This is an optimization exercise on Yosys and OpenROAD, whose aim is small area and a short achievable clock period, not a production implementation.
Where RTL was checked, it was by simulation tests only, not by an equivalence proof against the original.
Only the layout flow was run in runs 1 and 3 to 6; the RTL was not checked for function there.

===== flow/design.v =====
module alu_unit(A, B, op, shamt, f16, f4, fsh, result, ne, lt, adder_err, sra_err, sll_err);
	input [31:0] A, B;
	input [4:0] op, shamt;
	input f16, f4, fsh;
	output [31:0] result;
	output ne, lt, adder_err, sra_err, sll_err;
	wire sub = (op == 5'd1);
	wire [31:0] Bn = B ^ {32{sub}};
	wire [32:0] c;
	wire [16:12] cf;
	wire [31:0] T;
	assign c[0] = sub;
	genvar j;
	generate for (j = 0; j < 32; j = j + 1) begin : add
		assign T[j] = A[j] ^ Bn[j] ^ c[j];
		assign c[j+1] = (A[j] & Bn[j]) | (A[j] & c[j]) | (Bn[j] & c[j]);
	end endgenerate
	assign cf[12] = c[12] ^ f16;
	generate for (j = 12; j < 16; j = j + 1) begin : fadd
		assign cf[j+1] = (A[j] & Bn[j]) | (A[j] & cf[j]) | (Bn[j] & cf[j]);
	end endgenerate
	wire [3:0] nib = A[15:12] ^ Bn[15:12] ^ cf[15:12];
	wire [31:0] S = {T[31:27], T[26] ^ f4, T[25:16], nib, T[11:0]};
	assign ne = |S;
	assign lt = (A[31] & ~B[31]) | (S[31] & ~A[31] & ~B[31]) | (S[31] & A[31] & B[31]);
	assign adder_err = f16 | f4;
	wire [4:0] sh = {shamt[4:1], shamt[0] ^ fsh};
	wire [31:0] Ar;
	genvar i;
	generate for (i = 0; i < 32; i = i + 1) begin : rv
		assign Ar[i] = A[31 - i];
	end endgenerate
	wire [31:0] X = op[0] ? A : Ar;
	wire fill = op[0] & A[31];
	wire [31:0] Y = $signed({fill, X}) >>> sh;
	wire [31:0] Yr;
	generate for (i = 0; i < 32; i = i + 1) begin : rv2
		assign Yr[i] = Y[31 - i];
	end endgenerate
	assign result = (op == 5'd0 || op == 5'd1) ? S :
	                (op == 5'd2) ? (A & B) :
	                (op == 5'd3) ? (A | B) :
	                (op == 5'd4) ? Yr :
	                (op == 5'd5) ? Y : 32'd0;
	wire [30:0] E = A[30:0] ^ A[31:1];
	wire [31:0] PZ, PE;      
	wire [30:0] SE;          
	assign PZ[0] = A[0];
	assign PE[0] = E[0];
	assign SE[30] = E[30];
	generate for (i = 1; i < 32; i = i + 1) begin : pz
		assign PZ[i] = PZ[i-1] | A[i];
	end endgenerate
	generate for (i = 1; i < 31; i = i + 1) begin : pe
		assign PE[i] = PE[i-1] | E[i];
		assign SE[30-i] = SE[31-i] | E[30-i];
	end endgenerate
	assign PE[31] = PE[30];
	wire [4:0] s0 = {shamt[4:1], 1'b0};
	assign sra_err = fsh & SE[s0];
	wire [4:0] m = 5'd31 - shamt;
	assign sll_err = fsh & (shamt[0] ? PE[m] : PZ[m]);
endmodule
module booth_mult(A, B, flip, prod, ovf);
	input [31:0] A;
	input [15:0] B;
	input flip;
	output [31:0] prod;
	output ovf;
	wire [31:0] acc [0:8];
	wire [1:0] pb [0:7];
	wire [16:0] bb = {B, 1'b0};
	assign acc[0] = 32'd0;
	genvar k;
	generate for (k = 0; k < 8; k = k + 1) begin : st
		wire [2:0] s = bb[2*k+2:2*k];
		wire neg = s[2] & ~(s[1] & s[0]);
		wire one = s[1] ^ s[0];
		wire two = (s == 3'd3) | (s == 3'd4);
		wire [31:0] M = (({32{one}} & A) | ({32{two}} & {A[30:0], 1'b0})) ^ {32{neg}};
		wire [31:0] sum;
		rca #(32) add(.a(acc[k]), .b(M), .ci(neg), .s(sum));
		assign pb[k] = sum[1:0];
		assign acc[k+1] = {sum[31], sum[31], sum[31:2]};
	end endgenerate
	wire [31:0] p = {acc[8][15:0], pb[7], pb[6], pb[5], pb[4], pb[3], pb[2], pb[1], pb[0]};
	assign prod = {p[31:8], p[7] ^ flip, p[6:0]};
	assign ovf = acc[8][30:15] != {16{A[31] ^ B[15]}};
endmodule
module rca(a, b, ci, s);
	parameter W = 32;
	input [W-1:0] a, b;
	input ci;
	output [W-1:0] s;
	wire [W:0] c;
	assign c[0] = ci;
	genvar i;
	generate for (i = 0; i < W; i = i + 1) begin : fa
		assign s[i] = a[i] ^ b[i] ^ c[i];
		assign c[i+1] = (a[i] & b[i]) | (a[i] & c[i]) | (b[i] & c[i]);
	end endgenerate
endmodule
module div_stage(rin, n, D, rout, q);
	parameter I = 31;
	localparam W = (32 - I) < 16 ? (32 - I) : 16;
	input [14:0] rin;
	input n;
	input [15:0] D;
	output [14:0] rout;
	output q;
	wire [W-1:0] t;
	generate if (W > 1) begin : wide
		assign t = {rin[W-2:0], n};
	end else begin : one
		assign t = n;
	end endgenerate
	wire [W-1:0] Dw = D[W-1:0];
	wire [W-1:0] g0 = ~t & Dw;
	wire [W-1:0] p0 = ~(t ^ Dw);
	localparam L = (W > 8) ? 4 : (W > 4) ? 3 : (W > 2) ? 2 : (W > 1) ? 1 : 0;
	wire [W-1:0] G [0:L];
	wire [W-1:0] P [0:L];
	assign G[0] = g0;
	assign P[0] = p0;
	genvar l, j;
	generate for (l = 0; l < L; l = l + 1) begin : lv
		for (j = 0; j < W; j = j + 1) begin : b
			if (((j >> l) & 1) == 1) begin : m
				assign G[l+1][j] = G[l][j] | (P[l][j] & G[l][((j >> l) << l) - 1]);
				assign P[l+1][j] = P[l][j] & P[l][((j >> l) << l) - 1];
			end else begin : c
				assign G[l+1][j] = G[l][j];
				assign P[l+1][j] = P[l][j];
			end
		end
	end endgenerate
	wire [W-1:0] bin;    
	generate if (W > 1) begin : bw
		assign bin = {G[L][W-2:0], 1'b0};
	end else begin : b1
		assign bin = 1'b0;
	end endgenerate
	wire hi_nz;
	generate if (W < 16) begin : nz
		assign hi_nz = |D[15:W];
	end else begin : z
		assign hi_nz = 1'b0;
	end endgenerate
	wire lt = hi_nz | G[L][W-1];
	assign q = ~lt;
	wire [W-1:0] d = ~p0 ^ bin;
	wire [W-1:0] rn = lt ? t : d;
	generate if (W < 16) begin : pad
		assign rout = {{(15-W){1'b0}}, rn};
	end else begin : trunc
		assign rout = rn[14:0];
	end endgenerate
endmodule
module csa31(x, y, z, s, c);
	input [4:0] x, y, z;
	output [4:0] s, c;
	wire [4:0] m = (x & y) | (x & z) | (y & z);
	assign s = x ^ y ^ z;
	assign c = {m[3:0], m[4]};
endmodule
module mul31(x, y, p);
	input [4:0] x, y;
	output [4:0] p;
	wire [4:0] p0 = y[0] ? x : 5'd0;
	wire [4:0] p1 = y[1] ? {x[3:0], x[4]} : 5'd0;
	wire [4:0] p2 = y[2] ? {x[2:0], x[4:3]} : 5'd0;
	wire [4:0] p3 = y[3] ? {x[1:0], x[4:2]} : 5'd0;
	wire [4:0] p4 = y[4] ? {x[0], x[4:1]} : 5'd0;
	wire [4:0] s1, c1, s2, c2, s3, c3;
	csa31 a1(p0, p1, p2, s1, c1);
	csa31 a2(s1, c1, p3, s2, c2);
	csa31 a3(s2, c2, p4, s3, c3);
	wire [5:0] t = {1'b0, s3} + {1'b0, c3};
	assign p = t[4:0] + {4'd0, t[5]};
endmodule
module residue_pre(rA, rB, rP, monly, donly, div, neg, c, m);
	input [4:0] rA, rB, rP;
	input monly, donly, div, neg;
	output [4:0] c, m;
	wire [4:0] ab, pb;
	mul31 u_ab(rA, rB, ab);
	mul31 u_pb(rP, rB, pb);
	wire [4:0] t1 = donly ? (neg ? ~pb : pb) : (div ? 5'd0 : ab);
	wire [4:0] t2 = monly ? ~rP : (div ? ~rA : 5'd0);
	wire [5:0] t = {1'b0, t1} + {1'b0, t2};
	assign c = t[4:0] + {4'd0, t[5]};
	assign m = monly ? 5'd30 : donly ? (neg ? ~rB : rB) : 5'd0;
endmodule
module residue_post(c, m, pl, rB, k4, kf, kneg, rem, rn, dz, div, err);
	input [4:0] c, m, pl, rB, rn;
	input k4, kf, kneg, dz, div;
	input [31:0] rem;
	output err;
	wire [4:0] q0 = pl[0] ? m : 5'd0;
	wire [4:0] q1 = pl[1] ? {m[3:0], m[4]} : 5'd0;
	wire [4:0] q2 = pl[2] ? {m[2:0], m[4:3]} : 5'd0;
	wire [4:0] q3 = pl[3] ? {m[1:0], m[4:2]} : 5'd0;
	wire [4:0] q4 = pl[4] ? {m[0], m[4:1]} : 5'd0;
	wire [4:0] b4 = {rB[2:0], rB[4:3]};
	wire [4:0] e1 = k4 ? b4 : 5'd0;
	wire [4:0] e2 = kf ? (kneg ? ~b4 : b4) : 5'd0;
	wire [4:0] m0 = ~div ? 5'd0 : dz ? rn : rem[4:0];
	wire [4:0] m1 = (~div | dz) ? 5'd0 : rem[9:5];
	wire [4:0] m2 = (~div | dz) ? 5'd0 : rem[14:10];
	wire [4:0] n4 = (div & (|rem)) ? 5'd27 : 5'd0;
	wire [4:0] s1, c1, s2, c2, s3, c3, s4, c4, s5, c5, s6, c6, s7, c7, s8, c8, s9, c9, s10, c10;
	csa31 a1(q0, q1, q2, s1, c1);
	csa31 a2(q3, q4, c, s2, c2);
	csa31 a3(m0, m1, m2, s3, c3);
	csa31 a4(s1, c1, s2, s4, c4);
	csa31 a5(c2, s3, c3, s5, c5);
	csa31 a6(e1, e2, n4, s6, c6);
	csa31 a7(s4, c4, s5, s7, c7);
	csa31 a8(c5, s6, c6, s8, c8);
	csa31 a9(s7, c7, s8, s9, c9);
	csa31 a10(s9, c9, c8, s10, c10);
	assign err = ~(((s10 ^ c10) == 5'd31) | ((s10 | c10) == 5'd0) | ((s10 & c10) == 5'd31));
endmodule
module res31(x, r);
	input [31:0] x;
	output [4:0] r;
	function [9:0] csa;
		input [4:0] a, b, c;
		reg [4:0] m;
		begin
			m = (a & b) | (a & c) | (b & c);
			csa = {m[3:0], m[4], a ^ b ^ c};
		end
	endfunction
	wire [9:0] u = csa(x[4:0], x[9:5], x[14:10]);
	wire [9:0] v = csa(x[19:15], x[24:20], x[29:25]);
	wire [9:0] w = csa(u[4:0], u[9:5], v[4:0]);
	wire [9:0] z = csa(w[4:0], w[9:5], v[9:5]);
	wire [9:0] y = csa(z[4:0], z[9:5], {3'd0, x[31:30]});
	wire [5:0] t = {1'b0, y[4:0]} + {1'b0, y[9:5]};
	assign r = t[4:0] + {4'd0, t[5]};
endmodule
module argus_exec(clk, a, b, alu_op, shamt, mult, div,
                  flip_adder16, flip_adder4, flip_shift, flip_mult, flip_div,
                  alu_result, alu_ne, alu_lt, adder_err, sra_err, sll_err,
                  md_result, md_remainder, md_exception, md_err, md_chk_en);
	input clk;
	input [31:0] a, b;
	input [4:0] alu_op, shamt;
	input mult, div;
	input flip_adder16, flip_adder4, flip_shift, flip_mult, flip_div;
	output reg [31:0] alu_result;
	output reg alu_ne, alu_lt, adder_err, sra_err, sll_err;
	output [31:0] md_result;
	output reg [31:0] md_remainder;
	output reg md_exception, md_chk_en;
	output md_err;
	parameter J = 5;     
	wire [31:0] n0;
	wire [15:0] d0;
	abs_val #(32) u_an(.x(a), .y(n0));
	abs_val #(16) u_ad(.x(b[15:0]), .y(d0));
	wire [14:0] r0 [32-J:32];
	assign r0[32] = 15'd0;
	wire [31:32-J] q0;
	genvar i;
	generate for (i = 31; i >= 32 - J; i = i - 1) begin : s1
		div_stage #(.I(i)) st(.rin(r0[i+1]), .n(n0[i]), .D(d0), .rout(r0[i]), .q(q0[i]));
	end endgenerate
	reg [31:0] a_q, b_q;
	reg [4:0] op_q, shamt_q;
	reg mult_q, div_q;
	reg f_add16_q, f_add4_q, f_shift_q, f_mult_q, f_div_q;
	reg [J-1:0] dr_q;         
	reg [31:32-J] dq_q;       
	reg [31-J:0] dn_q;        
	reg [15:0] dd_q;          
	reg dz_q, dsg_q;          
	always @(posedge clk) begin
		a_q <= a;
		b_q <= b;
		op_q <= alu_op;
		shamt_q <= shamt;
		mult_q <= mult;
		div_q <= div;
		f_add16_q <= flip_adder16;
		f_add4_q <= flip_adder4;
		f_shift_q <= flip_shift;
		f_mult_q <= flip_mult;
		f_div_q <= flip_div;
		dr_q <= r0[32-J][J-1:0];
		dq_q <= q0;
		dn_q <= n0[31-J:0];
		dd_q <= d0;
		dz_q <= (b[15:0] == 16'd0);
		dsg_q <= a[31] ^ b[15];
	end
	wire [31:0] alu_res_x;
	wire alu_ne_x, alu_lt_x, adder_err_x, sra_err_x, sll_err_x;
	alu_unit u_alu(.A(a_q), .B(b_q), .op(op_q), .shamt(shamt_q),
	               .f16(f_add16_q), .f4(f_add4_q), .fsh(f_shift_q),
	               .result(alu_res_x), .ne(alu_ne_x), .lt(alu_lt_x),
	               .adder_err(adder_err_x), .sra_err(sra_err_x), .sll_err(sll_err_x));
	wire [31:0] prod;
	wire ovf;
	booth_mult u_mul(.A(a_q), .B(b_q[15:0]), .flip(f_mult_q), .prod(prod), .ovf(ovf));
	wire [14:0] r1 [0:32-J];
	assign r1[32-J] = {{(15-J){1'b0}}, dr_q};
	wire [31-J:0] q1;
	generate for (i = 31 - J; i >= 0; i = i - 1) begin : s2
		div_stage #(.I(i)) st(.rin(r1[i+1]), .n(dn_q[i]), .D(dd_q), .rout(r1[i]), .q(q1[i]));
	end endgenerate
	wire [31:0] nmag = {dr_q, dn_q};
	wire [31:0] qq = dz_q ? {31'h7fffffff, ~nmag[31]} : {dq_q, q1};
	wire [31:0] rem_x = dz_q ? nmag : {17'd0, r1[0]};
	wire monly = mult_q & ~div_q;
	wire donly = div_q & ~mult_q;
	wire [4:0] ra_x, rb_x, rpr_x, rqh_x, rn_x;
	res31 u_ra(.x(a_q), .r(ra_x));
	res31 u_rb(.x({16'd0, b_q[15:0]}), .r(rb_x));
	res31 u_rp(.x({prod[31:5], 5'd0}), .r(rpr_x));
	res31 u_rq(.x({dq_q, q1[31-J:5], 5'd0}), .r(rqh_x));
	res31 u_rn(.x(nmag), .r(rn_x));
	wire neg_x = donly & dsg_q;
	wire [4:0] rp_x = monly ? rpr_x : (dz_q ? 5'd3 : rqh_x);
	wire [4:0] c_x, m_x;
	residue_pre u_rpre(.rA(ra_x), .rB(rb_x), .rP(rp_x), .monly(monly), .donly(donly),
	                   .div(div_q), .neg(neg_x), .c(c_x), .m(m_x));
	reg [31:0] pre_q;         
	reg zero_q, neg_q, fdb_q, div2_q, pz_q, dz2_q;
	reg [4:0] rb_q, rn_q, c_q, m_q;
	always @(posedge clk) begin
		alu_result <= alu_res_x;
		alu_ne <= alu_ne_x;
		alu_lt <= alu_lt_x;
		adder_err <= adder_err_x;
		sra_err <= sra_err_x;
		sll_err <= sll_err_x;
		pre_q <= monly ? prod : qq;
		zero_q <= ~(monly | donly);
		neg_q <= neg_x;
		fdb_q <= donly & f_div_q;
		div2_q <= div_q;
		md_remainder <= rem_x;
		md_exception <= (div_q & dz_q) | (mult_q & ovf);
		md_chk_en <= mult_q | div_q;
		rb_q <= rb_x;
		rn_q <= rn_x;
		c_q <= c_x;
		m_q <= m_x;
		pz_q <= ~dz_q & ~(|{dq_q, q1});
		dz2_q <= dz_q;
	end
	wire [31:0] negpre = -pre_q;
	assign md_result = zero_q ? 32'd0 : ((neg_q ? negpre : pre_q) ^ {29'd0, fdb_q, 2'd0});
	wire b2 = neg_q ? (pre_q[2] ^ (pre_q[1] | pre_q[0])) : pre_q[2];
	residue_post u_rpost(.c(c_q), .m(m_q), .pl(pre_q[4:0]), .rB(rb_q),
	                     .k4(neg_q & ~pz_q), .kf(fdb_q), .kneg(b2),
	                     .rem(md_remainder), .rn(rn_q), .dz(dz2_q), .div(div2_q), .err(md_err));
endmodule
module abs_val(x, y);
	parameter W = 32;
	localparam L = (W > 16) ? 5 : (W > 8) ? 4 : (W > 4) ? 3 : 2;
	input [W-1:0] x;
	output [W-1:0] y;
	wire [W-1:0] o [0:L];
	assign o[0] = x;
	genvar l, j;
	generate for (l = 0; l < L; l = l + 1) begin : lv
		for (j = 0; j < W; j = j + 1) begin : b
			if (((j >> l) & 1) == 1) begin : m
				assign o[l+1][j] = o[l][j] | o[l][((j >> l) << l) - 1];
			end else begin : c
				assign o[l+1][j] = o[l][j];
			end
		end
	end endgenerate
	assign y = x ^ ({W{x[W-1]}} & {o[L][W-2:0], 1'b0});
endmodule

===== flow/run.sh =====
#!/bin/bash
# synth_recipe.tcl (not shown) runs the flow's synth.tcl, then flattens the netlist and writes it again
# the make line also repeats each setting of config.mk as NAME=value (left out here)
make -C /OpenROAD-flow-scripts/flow DESIGN_CONFIG=/design/flow/config.mk WORK_HOME=/design/flow/orfs CLKGATE_MAP_FILE= SYNTH_SCRIPT=/design/flow/synth_recipe.tcl finish

===== flow/config.mk =====
export PLATFORM = sky130hd
export DESIGN_NAME = argus_exec
export DESIGN_NICKNAME = argus_exec
export VERILOG_FILES = /design/flow/design.v
export SDC_FILE = /design/flow/constraint.sdc
export NUM_CORES = 4
export LEC_CHECK = 0
export ABC_AREA = 1
export CAP_MARGIN = 50
export CORE_MARGIN = 2
export CORE_UTILIZATION = 40
export CTS_BUF_LIST = sky130_fd_sc_hd__clkbuf_4 sky130_fd_sc_hd__clkbuf_8 sky130_fd_sc_hd__clkbuf_16
export CTS_CLUSTER_DIAMETER = 60
export CTS_CLUSTER_SIZE = 12
export SLEW_MARGIN = 70

===== flow/constraint.sdc =====
create_clock -name core_clock -period 250.0 [get_ports {clk}]
set_input_delay 50.0000 -clock core_clock [delete_from_list [all_inputs] [get_ports {clk}]]
set_output_delay 50.0000 -clock core_clock [all_outputs]
set_load 0.01 [all_outputs]

==> results of run 1 <==
==> final timing paths <==
check / from / endpoint / slack [ps] / cells after the start
worst max-delay path: a[1] / dr_q[4]$_DFF_P_ / 192390 / 50
worst min-delay path: f_div_q$_DFF_P_ / fdb_q$_DFF_P_ / 430 / 2
worst max register to register: dd_q[0]$_DFF_P_ / md_remainder[2]$_DFF_P_ / 198460 / 311
worst min register to register: f_div_q$_DFF_P_ / fdb_q$_DFF_P_ / 430 / 2
==> state kept, by name (all words and copies together), names as in the netlist, 5 cells and up <==
| register | cells |
|---|---|
| a_q | 31 |
| dq_q | 5 |
| alu_result | 32 |
| dr_q | 5 |
| c_q | 5 |
| dn_q | 27 |
| rn_q | 5 |
| dd_q | 16 |
| rb_q | 5 |
| b_q | 31 |
| shamt_q | 5 |
| m_q | 5 |
| md_remainder | 32 |
| pre_q | 32 |
| op_q | 5 |
==> metal layers <==
layer	share of wire (%)	vias to the layer above	GRT usage [%]
met3	7.9	362	4.40
met2	45	1742	44.5
met5	0	-	0
met1	43	22300	37.2
met4	4.6	0	11.9
li1	-	22100	-
==> per-stage QoR <==
step	util (%)	area [µm²]	setup slack, ps
final	44.9	55500	192390
after global routing	44.9	55500	191440
after CTS	44.9	55400	192290
after detailed placement	43.8	54100	191680
after global placement	43.2	53300	191660
after floorplan	-	49700	193200
==> synthesized netlist by cell type, types with 8 or more instances <==
library cell	number	area, µm²
buf_1	44	165
clkbuf_8	13	179
a21o_1	40	300
ha_1	515	6440
nand3b_1	21	158
o31ai_1	12	90.1
clkbuf_1	199	747
a221oi_1	29	254
o311ai_0	9	78.8
xor2_1	436	3820
nand3_1	438	2190
o21a_1	8	60.1
a211oi_1	10	75.1
nand2_1	1284	4820
buf_2	12	60.1
o21ai_1	35	175
a21boi_0	10	75.1
fa_1	522	10500
or2_2	98	613
xnor2_1	126	1100
inv_2	12	45.0
mux2i_1	18	180
nand4_1	45	282
a31oi_1	35	219
nor3_1	58	290
a22oi_1	28	210
o211ai_1	21	158
o21ai_2	9	78.8
o21ai_0	285	1430
inv_1	998	3750
clkinv_1	26	97.6
dfxtp_1	263	5270
o21bai_1	19	143
nor2_1	308	1160
nand2_2	11	68.8
nor4_1	30	188
a31o_2	13	114
o22ai_1	259	1620
a21oi_1	294	1470
and2_1	63	394
==> kinds of logic after synthesis <==
logic type | after synthesis | synth area share, %
AO/OA/AOI/OAI | 1141 | 13.6
XOR/XNOR | 567 | 10.1
adder cells (fa/ha/maj) | 1037 | 34.0
buffers and inverters | 1307 | 10.2
flip-flops | 263 | 10.6
multiplexers | 18 | 0.363
AND/OR/NAND/NOR | 2393 | 21.1
==> cell type report <==
| class | count | area (µm²) | area share (%) |
|---|---|---|---|
| multi-input combinational | 5156 | 39900 | 71.9 |
| clock buffer | 45 | 1060 | 1.90 |
| clock inverter | 26 | 275 | 0.496 |
| tap | 1637 | 2050 | 3.69 |
| timing repair buffer | 318 | 2940 | 5.30 |
| antenna | 6 | 15.0 | 0.0271 |
| sequential | 263 | 5350 | 9.64 |
| inverter | 1036 | 3910 | 7.04 |
==> worst register-to-register path: cells and delay by family, from the launching register on <==
kind / cells / cell delay, ps
adders and majority gates: 30 / 9820
xor gates and xnor gates: 2 / 180
AOI/OAI and AO/OA: 45 / 8090
and+or+nand+nor: 181 / 22140
DFF: 1 / 610
buffers and inverters: 53 / 10660
==> impl_metrics.toml, run 1 <==
[clocking]
clk_path_buf_depth = 3
post_cts_resized = 0
htree_num_levels = 2
cts_tree = "built"
path_clk_slew_ps = 60
cts_sinks = 263
clock_latency_ps = 630
cts_setup_buffers = 0
cts_hold_buf = 0
clockRootBuffer = "clkbuf_16"
numCtsBuffers = 41

[grt]
antenna_found_initial = 12
grt_pass1_wl_mm = 271
grt.overflow.total = 0
grt_max_degree = 68
grt_pass1_vias = 45500
grt_usage_pct = 27.8

[layout]
synthToLayoutAreaGrowth_pct = 11.7
drive_above_1_share_pct = 8.01
fillers = 12400
final_cell_mix = "nand2_1 (1269), inv_1 (978), fa_1 (522)"
final_nets = 7935
fin_cells = 8487
final_common_cell = "nand2_1"

[synth]
netlist_instances = 6726
synthFlopType = "dfxtp_1"
avgSynthCellArea_um2 = 7.39
synth-edff-count = 0
synth_nets = 7845
ys_types = 69
synthArstFlopShare_pct = 0
syn-cell-area_um2 = 49700
ys_seq_area_share_pct = 10.6
synth_warnings = 37
synth-seq-cells = 263

[placed_design]
hpwl_mm = 144
port_buffers = 185
post-place-cells = 8410
place_congestion = 0.978

[setup_path]
critical_path.most_common_cell = "nand2_1"
cp_top_family = "simple AND/OR/NAND/NOR gates"
crit_type = "input port to flip-flop"
cp-end-kind = "flip-flop"
critical_path_required_ps = 250500
critical_path_buf_inv_count = 8
start_kind = "input port"
crit_fanout = 8
crit_arrival_ps = 58110
critPathSlowestCell = "clkdlybuf4s50_1"
cp_slowest_stage_delay_ps = 460

[drt]
wirelength_mm = 177
ant_nets = 0
wl_per_cell_um = 20.9
vias = 46500
firstDrtPassIters = 8
viasPerCell = 5.47
drt_iter0_markers = 4026
drc = 0

[sta]
worstMarginPinSlew_ps = 493
finalHoldViolCount = 0
finalSetupTns_ps = 0
timing.final.crit_share_pct = 23.0
rsz0062_at_grt = "false"
setup_viol = 0
timing_max_transition_violations_final = 0
skew_ps = 39.9
slew-limit-headroom_pct = 67.2
fin_hold_ws_ps = 434
max_freq_mhz = 17.4
post-route-min-period_ps = 57610

[min_path]
hold_class = "flip-flop to flip-flop"

[floorplanning]
dieArea_um2 = 127000
rows = 129
die_y_um = 356
initial_core_util_pct = 40.2
die_w_um = 356
ios = 186
core-area_um2 = 123000

[job]
maxCapViolCount = 0

[outcome]
status = "timing/DRC/antenna clean"
==> run 2: changes to the inputs <==
--- a/flow/design.v
+++ b/flow/design.v
@@ -315,14 +315,14 @@
 	wire [31:0] rem_x = dz_q ? nmag : {17'd0, r1[0]};
 	wire monly = mult_q & ~div_q;
 	wire donly = div_q & ~mult_q;
-	wire [4:0] ra_x, rb_x, rpr_x, rqh_x, rn_x;
+	wire [4:0] ra_x, rb_x, rp_x;
+	wire [31:0] pre_x = monly ? prod : qq;
 	res31 u_ra(.x(a_q), .r(ra_x));
 	res31 u_rb(.x({16'd0, b_q[15:0]}), .r(rb_x));
-	res31 u_rp(.x({prod[31:5], 5'd0}), .r(rpr_x));
-	res31 u_rq(.x({dq_q, q1[31-J:5], 5'd0}), .r(rqh_x));
-	res31 u_rn(.x(nmag), .r(rn_x));
+	res31 u_rp(.x({pre_x[31:5], 5'd0}), .r(rp_x));
+	wire [5:0] rna = {1'b0, ~ra_x} + 6'd4;
+	wire [4:0] rn_x = a_q[31] ? (rna[4:0] + {4'd0, rna[5]}) : ra_x;
 	wire neg_x = donly & dsg_q;
-	wire [4:0] rp_x = monly ? rpr_x : (dz_q ? 5'd3 : rqh_x);
 	wire [4:0] c_x, m_x;
 	residue_pre u_rpre(.rA(ra_x), .rB(rb_x), .rP(rp_x), .monly(monly), .donly(donly),
 	                   .div(div_q), .neg(neg_x), .c(c_x), .m(m_x));
@@ -336,7 +336,7 @@
 		adder_err <= adder_err_x;
 		sra_err <= sra_err_x;
 		sll_err <= sll_err_x;
-		pre_q <= monly ? prod : qq;
+		pre_q <= pre_x;
 		zero_q <= ~(monly | donly);
 		neg_q <= neg_x;
 		fdb_q <= donly & f_div_q;
==> run 2 against run 1 <==
Worst setup slack got worse by 850 ps. Largest cell class unchanged. Critical endpoint unchanged. Synthesized area decreased by 3.6%. Sequential share of layout area increased by 0.30 points. Die area decreased by 3.5%. Register-to-register slack got worse by 510 ps. Fmax decreased by 1.5%.
==> impl_metrics.toml, run 2 <==
[floorplanning]
ios = 186
core-area_um2 = 118000
die_w_um = 350
rows = 126
die_y_um = 350
dieArea_um2 = 123000
initial_core_util_pct = 40.5

[layout]
drive_above_1_share_pct = 7.16
seq_area_um2 = 5320
multi_input_area_um2 = 38600
final_common_cell = "nand2_1"
synthToLayoutAreaGrowth_pct = 11.8
final_area_um2 = 53500
fillers = 12000
reg.largest.list = "alu_result (32), md_remainder (32), pre_q (32)"
final_nets = 7705
final_cell_mix = "nand2_1 (1258), inv_1 (895), ha_1 (491)"

[grt]
grt_max_degree = 68
antenna_found_initial = 15
grt_usage_pct = 27.3
grt.overflow.total = 0
grt_pass1_vias = 43900
grt_pass1_wl_mm = 259

[setup_path]
crit_arrival_ps = 58920
critical_path.most_common_cell = "nand2_1"
crit_fanout = 8
critical_path_required_ps = 250460
critPathSlowestCell = "clkdlybuf4s50_1"
crit_type = "input port to flip-flop"
cp_slowest_stage_delay_ps = 500
critical_path_buf_inv_count = 4
cp_top_family = "simple AND/OR/NAND/NOR gates"
cp-end-kind = "flip-flop"
start_kind = "input port"

[synth]
synth-edff-count = 0
synth-seq-cells = 263
ys_seq_area_share_pct = 11.0
synth_nets = 7618
yosys-top-cells-count = "nand2_1 (1271), inv_1 (906), ha_1 (495)"
synth_largest_area_cell = "fa_1"
synth_top_area_share_pct = 20.1
synth_warnings = 37
synth.area.top_cells = "fa_1 (20%), ha_1 (13%), dfxtp_1 (11%), nand2_1 (10%), xor2_1 (8.2%)"
ys_types = 62
synthFlopType = "dfxtp_1"
netlist_instances = 6560
yosysMostFrequentCell = "nand2_1"
avgSynthCellArea_um2 = 7.30
synthArstFlopShare_pct = 0
syn-cell-area_um2 = 47900

[clocking]
path_clk_slew_ps = 60
htree_num_levels = 2
cts_setup_buffers = 0
clockRootBuffer = "clkbuf_16"
clock_latency_ps = 600
cts_hold_buf = 0
cts_sinks = 263
clk_path_buf_depth = 3
post_cts_resized = 0
numCtsBuffers = 36
cts_tree = "built"

[drt]
viasPerCell = 5.40
drc = 0
vias = 44700
firstDrtPassIters = 6
drt_iter0_markers = 3500
wirelength_mm = 168
ant_nets = 0
wl_per_cell_um = 20.3

[sta]
finalHoldViolCount = 0
timing.final.crit_share_pct = 23.4
max_freq_mhz = 17.1
finalSetupTns_ps = 0
rsz0062_at_grt = "false"
timing_max_transition_violations_final = 0
worstMarginPinSlew_ps = 501
slew-limit-headroom_pct = 66.5
skew_ps = 37.6
finalWorstSetupSlack_ps = 191540
setup_viol = 0
post-route-min-period_ps = 58460

[placed_design]
port_buffers = 185
dpl_worst_slack_ps = 190830
dpl_cell_area_um2 = 52200
place_congestion = 0.963
hpwl_mm = 136

[outcome]
status = "timing/DRC/antenna clean"

[job]
maxCapViolCount = 0

[min_path]
hold_class = "flip-flop to flip-flop"
[run 2: changes by cell type after synthesis, sizes merged, moves of 5 or more]
cell    previous run  this run
nor3              63        55
xor2             439       450
o211ai            23        12
xnor2            128       113
or2              101       119
nand2           1296      1274
inv             1010       914
ha               515       495
nand3            440       455
fa               522       481
nand3b            22        14
nor2             318       323
and2              63        69
[run 2: area by class of cell]
type	count	share of cell area [%]
Sequential cell	263	9.94
Inverter	942	6.69
Clock inverter	18	0.388
Timing Repair Buffer	317	5.40
Antenna cell	8	0.0374
Multi-Input combinational cell	5087	72.0
Tap cell	1600	3.74
Clock buffer	39	1.77
[run 2: logic make-up after synthesis]
kind of cell | after synthesis | synth area share, %
AND/OR/NAND/NOR | 2404 | 21.9
buffers and inverters | 1210 | 9.54
AO/OA/AOI/OAI | 1126 | 13.8
adder cells (fa/ha/maj) | 976 | 33.0
XOR/XNOR | 563 | 10.3
flip-flops | 263 | 11.0
multiplexers | 18 | 0.376
[run 2: final timing paths]
check | from | to | slack [ps] | depth (start not counted)
max | a[1] | dr_q[4]$_DFF_P_ | 191540 | 48
min | f_div_q$_DFF_P_ | fdb_q$_DFF_P_ | 430 | 2
max reg2reg | dd_q[1]$_DFF_P_ | md_remainder[11]$_DFF_P_ | 197950 | 310
min reg2reg | f_div_q$_DFF_P_ | fdb_q$_DFF_P_ | 430 | 2
[run 2: metal layers]
| metal | vias to the layer above | wire length, µm | global-route usage, % |
|---|---|---|---|
| li1 | 21600 | - | - |
| met1 | 21400 | 72700 | 35.9 |
| met2 | 1367 | 76100 | 44.9 |
| met3 | 327 | 11500 | 4.21 |
| met4 | 12 | 7760 | 11.0 |
| met5 | - | 78 | 0 |
[run 2: stage by stage]
stage	utilization, %	std cells	hold slack (ps)
finish	45.2	8274	432
global route	45.2	8269	459
detailed placement	44.1	8205	425
global placement	43.6	8194	427
floorplan	-	6560	354
CTS	45.1	8262	437
[run 2: worst min-delay path: cells and delay by family, from the launching register on]
| family | cells | cell delay [ps] |
|---|---|---|
| buffers and inverters | 1 | 50 |
| AND/OR/NAND/NOR | 1 | 50 |
| flip-flops | 1 | 300 |
==> run 3: changes to the inputs <==
--- a/flow/design.v
+++ b/flow/design.v
@@ -255,7 +255,8 @@
 	output reg [31:0] md_remainder;
 	output reg md_exception, md_chk_en;
 	output md_err;
-	parameter J = 5;     
+	parameter J = 4;     
+	parameter R = 2;     
 	wire [31:0] n0;
 	wire [15:0] d0;
 	abs_val #(32) u_an(.x(a), .y(n0));
@@ -273,7 +274,7 @@
 	reg f_add16_q, f_add4_q, f_shift_q, f_mult_q, f_div_q;
 	reg [J-1:0] dr_q;         
 	reg [31:32-J] dq_q;       
-	reg [31-J:0] dn_q;        
+	reg [31-J:32-J-R] dn_q;   
 	reg [15:0] dd_q;          
 	reg dz_q, dsg_q;          
 	always @(posedge clk) begin
@@ -290,7 +291,7 @@
 		f_div_q <= flip_div;
 		dr_q <= r0[32-J][J-1:0];
 		dq_q <= q0;
-		dn_q <= n0[31-J:0];
+		dn_q <= n0[31-J:32-J-R];
 		dd_q <= d0;
 		dz_q <= (b[15:0] == 16'd0);
 		dsg_q <= a[31] ^ b[15];
@@ -307,10 +308,13 @@
 	wire [14:0] r1 [0:32-J];
 	assign r1[32-J] = {{(15-J){1'b0}}, dr_q};
 	wire [31-J:0] q1;
+	wire [31:0] n1;
+	abs_val #(32) u_an1(.x(a_q), .y(n1));
+	wire [31-J:0] dn = {dn_q, n1[31-J-R:0]};
 	generate for (i = 31 - J; i >= 0; i = i - 1) begin : s2
-		div_stage #(.I(i)) st(.rin(r1[i+1]), .n(dn_q[i]), .D(dd_q), .rout(r1[i]), .q(q1[i]));
+		div_stage #(.I(i)) st(.rin(r1[i+1]), .n(dn[i]), .D(dd_q), .rout(r1[i]), .q(q1[i]));
 	end endgenerate
-	wire [31:0] nmag = {dr_q, dn_q};
+	wire [31:0] nmag = {dr_q, dn};
 	wire [31:0] qq = dz_q ? {31'h7fffffff, ~nmag[31]} : {dq_q, q1};
 	wire [31:0] rem_x = dz_q ? nmag : {17'd0, r1[0]};
 	wire monly = mult_q & ~div_q;
==> run 3 against run 2 <==
Sequential cell count is 26 lower. Count of clock-buffer cells in the layout is 2 higher. Sequential share of layout area is 0.94 points lower. Utilization hardly changed. Routed wire length is 5.6% higher. Clock skew is 2.9 ps lower. Cell area is 0.22% lower. Synthesized area is 0.56% lower.
==> impl_metrics.toml, run 3 <==
[outcome]
status = "timing/DRC/antenna clean"

[grt]
grt_max_degree = 67
grt_usage_pct = 29.0
grt.overflow.total = 0
grt_pass1_wl_mm = 269
antenna_found_initial = 7
grt_pass1_vias = 44100

[setup_path]
start_kind = "input port"
crit_fanout = 5
cp_slowest_stage_delay_ps = 630
critical_path.most_common_cell = "nand2_1"
cp-end-kind = "flip-flop"
crit_arrival_ps = 56910
crit_type = "input port to flip-flop"
critical_path_required_ps = 250540
critPathSlowestCell = "clkdlybuf4s50_1"

[synth]
syn-cell-area_um2 = 47600
synth_top_area_share_pct = 20.2
synth_largest_area_cell = "fa_1"
synth-seq-cells = 237
yosys.area_share.simple_pct = 22.9
synth_top_family_by_area = "adder cells"
synth_xor_area_share_pct = 10.2
synth-compound-area-share_pct = 13.7
yosys-top-cells-count = "nand2_1 (1274), inv_1 (863), ha_1 (505), nand3_1 (505), fa_1 (481)"
netlist_instances = 6547
muxShareOfSynthArea_pct = 0.378
synthArstFlopShare_pct = 0
synthFlopType = "dfxtp_1"
synth_warnings = 37
ys_seq_area_share_pct = 9.96
synthAdderAreaFrac_pct = 33.5
synth.area.top_cells = "fa_1 (20%), ha_1 (13%), nand2_1 (10%), dfxtp_1 (10%), xor2_1 (8.1%)"
ys_types = 61
yosysMostFrequentCell = "nand2_1"
synth_nets = 7615
avgSynthCellArea_um2 = 7.27
synth-edff-count = 0

[sta]
timing_max_transition_violations_final = 0
skew_ps = 34.7
setup_viol = 0
finalWorstSetupSlack_ps = 193630
post-route-min-period_ps = 56370
worstMarginPinSlew_ps = 476
max_freq_mhz = 17.7
slew-limit-headroom_pct = 68.1
fin_hold_ws_ps = 425
timing.final.crit_share_pct = 22.5
finalHoldViolCount = 0
rsz0062_at_grt = "false"
finalSetupTns_ps = 0

[floorplanning]
dieArea_um2 = 122000
core-area_um2 = 118000
ios = 186
initial_core_util_pct = 40.3
die_w_um = 349
rows = 126
die_y_um = 349

[drt]
wirelength_mm = 177
ant_nets = 0
drt_iter0_markers = 3923
firstDrtPassIters = 6
vias = 45400
viasPerCell = 5.55
drc = 0
wl_per_cell_um = 21.7

[clocking]
numCtsBuffers = 35
clockRootBuffer = "clkbuf_16"
post_cts_resized = 0
cts_setup_buffers = 0
clk_path_buf_depth = 3
cts_sinks = 237
cts_hold_buf = 0
path_clk_slew_ps = 70
clock_latency_ps = 610
htree_num_levels = 2
cts_tree = "built"

[job]
maxCapViolCount = 0

[placed_design]
hpwl_mm = 141
place_congestion = 0.990
dpl_cell_area_um2 = 52100
port_buffers = 185
dpl_worst_slack_ps = 193060

[layout]
final_area_um2 = 53400
final_cell_mix = "nand2_1 (1252), inv_1 (857), ha_1 (502)"
drive_above_1_share_pct = 7.62
final_common_cell = "nand2_1"
synthToLayoutAreaGrowth_pct = 12.2
fillers = 11800
final_nets = 7684

[min_path]
hold_class = "flip-flop to flip-flop"
[run 3: layer usage]
| metal | vias to the layer above | share of wire, % | track usage, % |
|---|---|---|---|
| li1 | 21700 | - | - |
| met1 | 21500 | 43 | 38.4 |
| met2 | 1711 | 44 | 45.7 |
| met3 | 428 | 7.8 | 5.30 |
| met4 | 10 | 5.5 | 13.4 |
| met5 | - | 0.034 | 0 |
[run 3: worst paths after layout]
path,start,endpoint,slack [ps],cells after the start
worst max-delay path,a[10],dr_q[2]$_DFF_P_,193630,33
worst min-delay path,f_div_q$_DFF_P_,fdb_q$_DFF_P_,430,2
worst max register to register,dd_q[3]$_DFF_P_,md_remainder[2]$_DFF_P_,197820,293
worst min register to register,f_div_q$_DFF_P_,fdb_q$_DFF_P_,430,2
[run 3: cell families (layout without fill, tap and decap cells)]
family          Yosys count  after routing
buf+inv                1185           1275
flops                   237            237
xor+xnor                549            549
mux                      18             18
fa+ha+maj               986            986
simple gates           2477           2477
other cells               0              2
compound gates         1095           1095
[run 3: metrics by stage]
step                      util (%)  instances
after floorplan                  -       6547
after global placement        43.4       8105
after detailed placement      44.2       8113
after CTS                     45.1       8171
after global routing          45.2       8173
final                         45.2       8175
[run 3: area by class of cell]
cell class	instances	area, µm²	share of cell area, %
tap	1536	1920	3.60
clock inverter	17	160	0.300
inverter	907	3440	6.44
multi-input combinational	5125	39300	73.5
timing repair buffer	310	2830	5.30
clock buffer	41	962	1.80
antenna	2	5.00	0.00937
sequential	237	4810	9.00
[run 3: critical path, delay by kind of cell]
family | cells | cell delay [ps]
and+or+nand+nor | 20 | 3820
buffers and inverters | 6 | 1110
muxes | 1 | 190
adders and majority gates | 5 | 1440
AOI/OAI and AO/OA | 1 | 340
==> run 4: changes to the inputs <==
--- a/flow/design.v
+++ b/flow/design.v
@@ -187,7 +187,10 @@
 	mul31 u_pb(rP, rB, pb);
 	wire [4:0] t1 = donly ? (neg ? ~pb : pb) : (div ? 5'd0 : ab);
 	wire [4:0] t2 = monly ? ~rP : (div ? ~rA : 5'd0);
-	wire [5:0] t = {1'b0, t1} + {1'b0, t2};
+	wire [4:0] t3 = div ? 5'd27 : 5'd0;
+	wire [4:0] u1, u2;
+	csa31 a1(t1, t2, t3, u1, u2);
+	wire [5:0] t = {1'b0, u1} + {1'b0, u2};
 	assign c = t[4:0] + {4'd0, t[5]};
 	assign m = monly ? 5'd30 : donly ? (neg ? ~rB : rB) : 5'd0;
 endmodule
@@ -202,24 +205,27 @@
 	wire [4:0] q3 = pl[3] ? {m[1:0], m[4:2]} : 5'd0;
 	wire [4:0] q4 = pl[4] ? {m[0], m[4:1]} : 5'd0;
 	wire [4:0] b4 = {rB[2:0], rB[4:3]};
-	wire [4:0] e1 = k4 ? b4 : 5'd0;
-	wire [4:0] e2 = kf ? (kneg ? ~b4 : b4) : 5'd0;
+	wire [4:0] b8 = {rB[1:0], rB[4:2]};
+	wire two = k4 & kf & ~kneg;
+	wire one = (k4 & ~kf) | (~k4 & kf & ~kneg);
+	wire mone = ~k4 & kf & kneg;
+	wire [4:0] e = two ? b8 : one ? b4 : mone ? ~b4 : 5'd0;
 	wire [4:0] m0 = ~div ? 5'd0 : dz ? rn : rem[4:0];
 	wire [4:0] m1 = (~div | dz) ? 5'd0 : rem[9:5];
 	wire [4:0] m2 = (~div | dz) ? 5'd0 : rem[14:10];
-	wire [4:0] n4 = (div & (|rem)) ? 5'd27 : 5'd0;
-	wire [4:0] s1, c1, s2, c2, s3, c3, s4, c4, s5, c5, s6, c6, s7, c7, s8, c8, s9, c9, s10, c10;
+	wire [4:0] s1, c1, s2, c2, s3, c3, s4, c4, s5, c5, s6, c6, s7, c7, s8, c8, s9, c9;
 	csa31 a1(q0, q1, q2, s1, c1);
 	csa31 a2(q3, q4, c, s2, c2);
 	csa31 a3(m0, m1, m2, s3, c3);
 	csa31 a4(s1, c1, s2, s4, c4);
 	csa31 a5(c2, s3, c3, s5, c5);
-	csa31 a6(e1, e2, n4, s6, c6);
-	csa31 a7(s4, c4, s5, s7, c7);
-	csa31 a8(c5, s6, c6, s8, c8);
-	csa31 a9(s7, c7, s8, s9, c9);
-	csa31 a10(s9, c9, c8, s10, c10);
-	assign err = ~(((s10 ^ c10) == 5'd31) | ((s10 | c10) == 5'd0) | ((s10 & c10) == 5'd31));
+	csa31 a6(s4, c4, s5, s6, c6);
+	csa31 a7(c5, e, s6, s7, c7);
+	csa31 a8(s7, c7, c6, s8, c8);
+	csa31 a9(s8, c8, 5'd4, s9, c9);
+	wire z0 = ((s8 ^ c8) == 5'd31) | ((s8 | c8) == 5'd0) | ((s8 & c8) == 5'd31);
+	wire z4 = ((s9 ^ c9) == 5'd31) | ((s9 | c9) == 5'd0) | ((s9 & c9) == 5'd31);
+	assign err = ~((div & ~(|rem)) ? z4 : z0);
 endmodule
 module res31(x, r);
 	input [31:0] x;
==> flow/flow/run.sh (new file) <==
#!/bin/bash
set -euo pipefail
export BUFFER_PORTS_ARGS="-buffer_cell sky130_fd_sc_hd__buf_2"
bash standard.sh finish > standard_flow.log 2>&1
==> flow/standard.sh (new file) <==
#!/bin/bash
# synth_recipe.tcl (not shown) runs the flow's synth.tcl, then flattens the netlist and writes it again
# the make line also repeats each setting of config.mk as NAME=value (left out here)
make -C /OpenROAD-flow-scripts/flow DESIGN_CONFIG=/design/flow/config.mk WORK_HOME=/design/flow/orfs CLKGATE_MAP_FILE= SYNTH_SCRIPT=/design/flow/synth_recipe.tcl "${@:-finish}"
removed: flow/run.sh
==> run 4 against run 3 <==
Via count decreased by 1.0%. First-iteration DRC count increased by 8.8%. Die area up 0.51%. Final cell count is 0.88% higher. Non-clock buffer count shrank 11. Routed wire length decreased by 4.7%. Critical endpoint unchanged.
==> impl_metrics.toml, run 4 <==
[outcome]
status = "timing/DRC/antenna clean"

[floorplanning]
die_y_um = 350
die_w_um = 350
dieArea_um2 = 122000
core-area_um2 = 118000
initial_core_util_pct = 40.4
ios = 186
rows = 126

[clocking]
cts_setup_buffers = 0
cts_tree = "built"
clock_latency_ps = 620
post_cts_resized = 0
clockRootBuffer = "clkbuf_16"
numCtsBuffers = 39
htree_num_levels = 2
cts_hold_buf = 0
path_clk_slew_ps = 50
cts_sinks = 237
clk_path_buf_depth = 3

[synth]
syn-cell-area_um2 = 47900
synth-edff-count = 0
synth-seq-cells = 237
synth_warnings = 37
synth_top_area_share_pct = 19.9
netlist_instances = 6555
synthArstFlopShare_pct = 0
synthFlopType = "dfxtp_1"
yosysMostFrequentCell = "nand2_1"
synth_largest_area_cell = "fa_1"
synth.area.top_cells = "fa_1 (20%), ha_1 (14%), nand2_1 (10%), dfxtp_1 (9.9%), xor2_1 (7.9%)"
ys_seq_area_share_pct = 9.91
ys_types = 67
avgSynthCellArea_um2 = 7.30
yosys-top-cells-count = "nand2_1 (1278), inv_1 (863), ha_1 (517)"
synth_nets = 7630

[placed_design]
hpwl_mm = 134
port_buffers = 185
place_congestion = 0.979

[sta]
worstMarginPinSlew_ps = 484
rsz0062_at_grt = "false"
max_freq_mhz = 17.7
slew-limit-headroom_pct = 67.7
finalSetupTns_ps = 0
finalHoldViolCount = 0
timing_max_transition_violations_final = 0
timing.final.crit_share_pct = 22.5
skew_ps = 26.1
setup_viol = 0
post-route-min-period_ps = 56370

[drt]
drc = 0
vias = 44900
drt_iter0_markers = 4270
firstDrtPassIters = 7
viasPerCell = 5.44
wirelength_mm = 169
wl_per_cell_um = 20.5
ant_nets = 0

[layout]
final_common_cell = "nand2_1"
final_nets = 7692
final_cell_mix = "nand2_1 (1258), inv_1 (850), ha_1 (513)"
drive_above_1_share_pct = 11.2
synthToLayoutAreaGrowth_pct = 10.8
utilization_pct = 44.8

[min_path]
hold_start = "f_div_q$_DFF_P_"
hold_class = "flip-flop to flip-flop"
holdPathStages = 2

[setup_path]
cp-end-kind = "flip-flop"
start_kind = "input port"
critPathSlowestCell = "mux2_2"
crit_fanout = 5
rrSetupSlack_ps = 198730
crit_arrival_ps = 56920
crit_type = "input port to flip-flop"
critical_path.most_common_cell = "inv_1"
cp-startpoint = "a[6]"
critical_path_required_ps = 250550
rr_startpoint = "dn_q[27]$_DFF_P_"
reg2reg_depth = 302
cp_slowest_stage_delay_ps = 420

[grt]
grt_pass1_vias = 43400
antenna_found_initial = 10
grt_pass1_wl_mm = 259
grt_usage_pct = 27.6
grt.overflow.total = 0
grt_max_degree = 68

[job]
maxCapViolCount = 0
==> run 4: cell count changes after synthesis, moves of 16 or more <==
cell	delta
a21oi_1	-18
nand2_2	+18
o21ai_1	+18
nand3_1	-16
xnor2_1	+16
==> run 4: critical path, delay by kind of cell <==
family / cells / cell delay [ps]
AO/OA/AOI/OAI: 3 / 720
buffers and inverters: 11 / 1120
adder cells (fa/ha/maj): 5 / 1390
AND/OR/NAND/NOR: 16 / 3070
multiplexers: 2 / 620
==> run 4: logic make-up (layout without fill, tap and decap cells) <==
family                     Yosys count  count (layout)  synth area share [%]
other                                0               3                     0
DFF                                237             237                  9.91
AOI/OAI and AO/OA                 1107            1107                  13.9
and+or+nand+nor                   2448            2448                  22.6
adders and majority gates          993             993                  33.4
xor gates and xnor gates           556             556                  10.3
buffers and inverters             1195            1284                  9.50
muxes                               19              19                 0.400
==> run 4: cell type report <==
type                    instances  area (µm²)
flip-flops and latches        237        4820
well taps                    1600        2000
multi-input cells            5123       39400
repair buffers                299        1920
fillers                     12000       65400
diodes                          3        7.51
clock buffers                  45        1060
clock inverters                23         314
inverters                     917        3490
==> run 4: through the flow <==
| stage | hold slack, ps | setup WS [ps] | instance area [µm²] | std cells |
|---|---|---|---|---|
| after floorplan | 329 | 194400 | 47900 | 6555 |
| after global routing | 474 | 193130 | 53000 | 8244 |
| after CTS | 417 | 193730 | 52900 | 8240 |
| after global placement | 401 | 189180 | 50500 | 8160 |
| after detailed placement | 404 | 193090 | 51500 | 8172 |
| final | 415 | 193630 | 53000 | 8247 |
==> run 4: final timing paths <==
check                            end
max                  dr_q[2]$_DFF_P_
min                    fdb_q$_DFF_P_
max reg2reg  md_remainder[4]$_DFF_P_
min reg2reg            fdb_q$_DFF_P_
==> run 4: metal layers <==
metal	global-route usage, %	part of all wire, %
met5	0	0.035
met4	9.80	4.0
met3	4.85	8.4
met2	43.2	44
met1	38.1	44
==> run 5: changes to the inputs <==
--- a/flow/design.v
+++ b/flow/design.v
@@ -261,7 +261,7 @@
 	output reg [31:0] md_remainder;
 	output reg md_exception, md_chk_en;
 	output md_err;
-	parameter J = 4;     
+	parameter J = 3;     
 	parameter R = 2;     
 	wire [31:0] n0;
 	wire [15:0] d0;
==> run 5 against run 4 <==
Routed wire length is 1.2% higher. First-iteration DRC count is 5.3% lower. Synthesized cell count is 0.50% lower. Synthesized area is 0.62% lower. Hold slack better by 30 ps. Fmax is 1.5% higher. Via count is 0.14% higher.
==> impl_metrics.toml, run 5 <==
[floorplanning]
rows = 126
die_w_um = 349
ios = 186
core-area_um2 = 118000
initial_core_util_pct = 40.3
die_y_um = 349
dieArea_um2 = 122000

[setup_path]
rr_endpoint = "md_remainder[2]$_DFF_P_"
rr_startpoint = "dd_q[15]$_DFF_P_"
rrSetupSlack_ps = 198200
critical_path.most_common_cell = "fa_1"
crit_type = "flip-flop to output pin"
cp_slowest_stage_delay_ps = 520
critPathSlowestCell = "fa_1"
critical_path_required_ps = 200000
reg2reg_depth = 299
crit_fanout = 10
start_kind = "flip-flop"
cp-end-kind = "output pin"
crit_arrival_ps = 5550
crit_chain = "inv_1 -> nand2_1 -> nor2_1 -> fa_1 -> fa_1 -> inv_1 -> fa_1 -> fa_1 -> inv_1 -> fa_1 -> ha_1 -> inv_1 -> ha_1 -> nand3_1 -> nand3b_1 -> o221ai_1 -> mux2i_4 -> buf_2"

[clocking]
post_cts_resized = 0
numCtsBuffers = 34
clockRootBuffer = "clkbuf_16"
cts_sinks = 235
cts_setup_buffers = 0
cts_tree = "built"
clk_path_buf_depth = 3
htree_num_levels = 2
cts_hold_buf = 0
clock_latency_ps = 580
path_clk_slew_ps = 60

[synth]
synthFlopType = "dfxtp_1"
synth_top_area_share_pct = 20.0
yosysMostFrequentCell = "nand2_1"
synthArstFlopShare_pct = 0
ys_types = 63
yosys-top-cells-count = "nand2_1 (1232), inv_1 (883), ha_1 (518)"
avgSynthCellArea_um2 = 7.29
synth_warnings = 37
synth_largest_area_cell = "fa_1"
synth.area.top_cells = "fa_1 (20%), ha_1 (14%), dfxtp_1 (9.9%), nand2_1 (9.7%), xor2_1 (8.1%)"
syn-cell-area_um2 = 47600
ys_seq_area_share_pct = 9.89
synth-edff-count = 0
synth_nets = 7598
netlist_instances = 6522
synth-seq-cells = 235

[sta]
rsz0062_at_grt = "false"
finalSetupTns_ps = 0
slew-limit-headroom_pct = 67.8
finalHoldViolCount = 0
setup_viol = 0
timing_max_transition_violations_final = 0
skew_ps = 33.7
max_freq_mhz = 18.0
post-route-min-period_ps = 55550
timing.final.crit_share_pct = 22.2
worstMarginPinSlew_ps = 481
fin_hold_ws_ps = 445

[grt]
met1_usage_pct = 36.6
antenna_found_initial = 6
grt_usage_pct = 28.0
grt_max_degree = 69
grt_util_met3_pct = 5.02
gr-usage-met2_pct = 45.4
grt.overflow.total = 0
top_usage_layer = "met2"
grt_pass1_vias = 44000
grt_pass1_wl_mm = 262

[drt]
wirelength_mm = 171
vias = 45000
drt_iter0_markers = 4045
ant_nets = 0
firstDrtPassIters = 6
viasPerCell = 5.52
wl_per_cell_um = 21.0
drc = 0

[layout]
synthToLayoutAreaGrowth_pct = 10.7
final_common_cell = "nand2_1"
final_cell_mix = "nand2_1 (1214), inv_1 (871), ha_1 (517)"
final_area_um2 = 52700
multi_input_area_um2 = 39300
utilization_pct = 44.6
fillers = 12000
seq_area_um2 = 4760
final_nets = 7661
drive_above_1_share_pct = 10.4

[min_path]
hold_class = "flip-flop to flip-flop"
holdPathStages = 2
hold_start = "dr_q[0]$_DFF_P_"
hold_end = "md_remainder[29]$_SDFF_PN0_"

[placed_design]
port_buffers = 185
hpwl_mm = 137
dpl_cell_area_um2 = 51200
place_congestion = 0.969

[outcome]
status = "timing/DRC/antenna clean"

[job]
maxCapViolCount = 0
run 5: cell count changes in the layout (fill, tap and decap cells not counted), sizes merged, moves of 9 or more:
cell   change
nor4      +13
a21oi     +30
nor3      -24
nand2     -68
a31oi      -9
and2      +10
or2        +9
o21ai     +23
nand4      +9
buf       +10
nor2      -12
run 5: kinds of logic (layout without fill, tap and decap cells):
kind of cell / count (synthesis) / after routing / share of synthesized area, %
adder cells (fa/ha/maj): 994 / 994 / 33.7
buffers and inverters: 1201 / 1285 / 9.53
multiplexers: 21 / 21 / 0.442
AND/OR/NAND/NOR: 2374 / 2374 / 22.0
XOR/XNOR: 563 / 563 / 10.5
flip-flops: 235 / 235 / 9.89
AO/OA/AOI/OAI: 1134 / 1134 / 14.1
other: 0 / 1 / 0
run 5: through the flow:
| stage | setup WS [ps] | cells |
|---|---|---|
| floorplan | 195710 | 6522 |
| global placement | 191650 | 8071 |
| detailed placement | 195050 | 8079 |
| CTS | 194420 | 8136 |
| global route | 192910 | 8142 |
| finish | 194450 | 8143 |
run 5: final cells by class:
type,instances,area share [%]
tap,1536,3.65
antenna,1,0.00475
clock buffer,38,1.68
clock inverter,19,0.551
inverter,921,6.64
timing repair buffer,307,3.76
sequential,235,9.04
multi-input combinational,5086,74.7
run 5: worst max path at each step:
stage	startpoint	end	slack, ps	depth (start not counted)
2_1_floorplan	dz2_q$_DFF_P_	md_err	195710	16
3_3_place_gp	dd_q[15]$_DFF_P_	md_remainder[13]$_DFF_P_	191650	290
3_5_place_dp	dz2_q$_DFF_P_	md_err	195050	16
4_1_cts	dz2_q$_DFF_P_	md_err	194420	16
5_1_grt	dd_q[15]$_DFF_P_	md_remainder[2]$_DFF_P_	192910	306
6_report	dz2_q$_DFF_P_	md_err	194450	18
run 5: per-layer routing:
| metal | part of all wire [%] | vias to the layer above |
|---|---|---|
| li1 | - | 21500 |
| met1 | 42 | 21400 |
| met2 | 45 | 1646 |
| met3 | 8.0 | 337 |
| met4 | 4.7 | 4 |
| met5 | 0.016 | - |
run 5: critical path: cells and delay by family, from the launching register on:
kind / cells / cell delay (ps)
muxes: 1 / 320
buffers and inverters: 5 / 550
AOI/OAI and AO/OA: 1 / 190
DFF: 1 / 330
adders and majority gates: 7 / 2970
and+or+nand+nor: 4 / 600
==> run 6: changes to the inputs <==
--- a/flow/config.mk
+++ b/flow/config.mk
@@ -8,8 +8,9 @@
 export ABC_AREA = 1
 export CAP_MARGIN = 50
 export CORE_MARGIN = 2
-export CORE_UTILIZATION = 40
+export CORE_UTILIZATION = 50
 export CTS_BUF_LIST = sky130_fd_sc_hd__clkbuf_4 sky130_fd_sc_hd__clkbuf_8 sky130_fd_sc_hd__clkbuf_16
 export CTS_CLUSTER_DIAMETER = 60
 export CTS_CLUSTER_SIZE = 12
+export PLACE_DENSITY = 0.72
 export SLEW_MARGIN = 70
==> run 6 against run 5 <==
Sequential share of layout area grew 0.16 points. Critical path depth fell by 2. Critical path type unchanged. Die area fell by 20%. Cell area down 1.4%. Still clean. Synthesized cell count unchanged.
==> impl_metrics.toml, run 6 <==
[outcome]
status = "timing/DRC/antenna clean"

[setup_path]
path_depth = 16
critPathSlowestCell = "fa_1"
critical_path.most_common_cell = "fa_1"
start_kind = "flip-flop"
crit_fanout = 10
cp_top_family = "adder cells"
crit_arrival_ps = 5920
cp_slowest_stage_delay_ps = 530
critical_path_buf_inv_count = 4
reg2reg_depth = 294
critical_path_required_ps = 200000
crit_type = "flip-flop to output pin"
crit_chain = "inv_1 -> nand2_1 -> nor2_1 -> fa_1 -> fa_1 -> inv_1 -> fa_1 -> fa_1 -> inv_1 -> fa_1 -> ha_1 -> ha_1 -> nand3_1 -> o221ai_1 -> mux2i_2 -> buf_2"
cp-end-kind = "output pin"

[grt]
grt_pass1_vias = 44900
grt_max_degree = 68
grt_usage_pct = 33.7
grt.overflow.total = 0
antenna_found_initial = 9
grt_pass1_wl_mm = 258

[layout]
synthToLayoutAreaGrowth_pct = 9.10
final_cell_mix = "nand2_1 (1213), inv_1 (873), ha_1 (518)"
final_common_cell = "nand2_1"
final_nets = 7653
drive_above_1_share_pct = 10.3
utilization_pct = 54.9

[synth]
yosys-top-cells-count = "nand2_1 (1232), inv_1 (883), ha_1 (518)"
synthFlopType = "dfxtp_1"
synth_warnings = 37
synth_top_area_share_pct = 20.0
synth_largest_area_cell = "fa_1"
synth_nets = 7598
netlist_instances = 6522
ys_types = 63
synthArstFlopShare_pct = 0
synth-edff-count = 0
yosysMostFrequentCell = "nand2_1"
avgSynthCellArea_um2 = 7.29
synth-seq-cells = 235
syn-cell-area_um2 = 47600
ys_seq_area_share_pct = 9.89
synth.area.top_cells = "fa_1 (20%), ha_1 (14%), dfxtp_1 (9.9%), nand2_1 (9.7%), xor2_1 (8.1%)"

[drt]
wl_per_cell_um = 21.2
drc = 0
vias = 45900
wirelength_mm = 167
viasPerCell = 5.85
firstDrtPassIters = 6
drt_iter0_markers = 4325
ant_nets = 0

[clocking]
clock_latency_ps = 620
cts_tree = "built"
clk_path_buf_depth = 3
clockRootBuffer = "clkbuf_16"
numCtsBuffers = 29
path_clk_slew_ps = 60
cts_hold_buf = 0
cts_sinks = 235
post_cts_resized = 0
cts_setup_buffers = 0
htree_num_levels = 1

[sta]
worstMarginPinSlew_ps = 481
slew-limit-headroom_pct = 67.7
post-route-min-period_ps = 55920
finalSetupTns_ps = 0
timing.final.crit_share_pct = 22.4
setup_viol = 0
skew_ps = 26.0
max_freq_mhz = 17.9
finalHoldViolCount = 0
rsz0062_at_grt = "false"
timing_max_transition_violations_final = 0

[placed_design]
place_congestion = 1.02
hpwl_mm = 133
port_buffers = 185

[floorplanning]
initial_core_util_pct = 50.3
dieArea_um2 = 97600
rows = 113
die_w_um = 312
core-area_um2 = 94600
ios = 186
die_y_um = 312

[job]
maxCapViolCount = 0

[min_path]
holdPathStages = 2
hold_class = "flip-flop to flip-flop"
==> run 6: cell types whose count changed in the layout (fill, tap and decap cells not counted), sizes merged <==
cell | before | now
buf | 305 | 298
bufinv | 5 | 0
clkinv | 33 | 28
inv | 900 | 903
clkbuf | 40 | 39
clkinvlp | 2 | 1
diode | 1 | 2
dlymetal6s2s | 0 | 1
==> run 6: kinds of logic (layout without fill, tap and decap cells) <==
group	after synthesis	in the layout	share of synthesized area [%]
xor+xnor	563	563	10.5
simple gates	2374	2374	22.0
compound gates	1134	1134	14.1
other cells	0	2	0
flops	235	235	9.89
mux	21	21	0.442
buf+inv	1201	1270	9.53
fa+ha+maj	994	994	33.7
==> run 6: final timing paths <==
kind	from	endpoint	slack, ps
hold reg to reg	f_div_q$_DFF_P_	fdb_q$_DFF_P_	440
hold / removal	f_div_q$_DFF_P_	fdb_q$_DFF_P_	440
setup / recovery	dz2_q$_DFF_P_	md_err	194080
setup reg to reg	dd_q[15]$_DFF_P_	md_remainder[7]$_DFF_P_	197870
==> run 6: area by class of cell <==
type / count / area, µm²
multi-input cells: 5086 / 39300
well taps: 1265 / 1580
repair buffers: 304 / 1920
diodes: 2 / 5.00
inverters: 921 / 3480
clock buffers: 34 / 776
clock inverters: 11 / 93.8
flip-flops and latches: 235 / 4770
fillers: 8955 / 42700
==> run 6: layer usage <==
metal  wire (µm)  GRT usage (%)  up-vias
li1            -              -    21500
met1       66500           43.4    21700
met2       73600           53.7     2224
met3       15500           5.79      490
met4       11200           18.8        4
met5          27              0        -
==> run 6: worst min-delay path, stage by stage (launching register included) <==
cell and delay [ps]:
dfxtp_1 310, nand2_1 50, inv_1 50
==> run 6: per-stage QoR <==
step	hold slack, ps	instance area [µm²]	worst slack, ps	std cells
finish	435	51900	194080	7858
global route	452	51900	192430	7856
CTS	451	51600	194100	7851
detailed placement	409	50700	194790	7806
global placement	418	49900	192690	7797
floorplan	390	47600	195710	6522

separate check: timing with driven ports:
The flow's constraints put no driver on any port. The routed layouts listed below were extracted and timed again, unchanged, in two steps.
Step 1: set_driving_cell puts a clkbuf_16 on clk and a buf_2 on each other input, an assumption about the parent block.
Step 2 also shifts input and output timing later by t, the mid clock arrival at the registers, as if the neighbouring blocks saw the same clock.
a / b / c = ideal ports / drivers / drivers and shift; a / b = the first two.
| run | t, ns | setup WS [ns] | worst setup path at the end | worst register clock-pin slew, ns | pins driven straight from the clock port |
|---|---|---|---|---|---|
| run 1 | 0.686 | 192.391 / 192.445 / 191.759 | input to register | 0.06 / 0.06 | 1 |
| run 2 | 0.647 | 191.543 / 191.590 / 190.943 | input to register | 0.06 / 0.06 | 1 |
| run 3 | 0.667 | 193.634 / 193.688 / 193.021 | input to register | 0.07 / 0.07 | 1 |
| run 4 | 0.686 | 193.630 / 193.685 / 192.999 | input to register | 0.06 / 0.06 | 1 |
| run 5 | 0.629 | 194.452 / 194.388 / 195.017 | register to output | 0.06 / 0.06 | 1 |
| run 6 | 0.678 | 194.081 / 194.014 / 194.692 | register to output | 0.06 / 0.06 | 1 |
After both steps setup and hold are still met in every run listed. The setup slack of run 1, which loses most, moves by +0.054 ns with the drivers and by -0.632 ns with both steps.
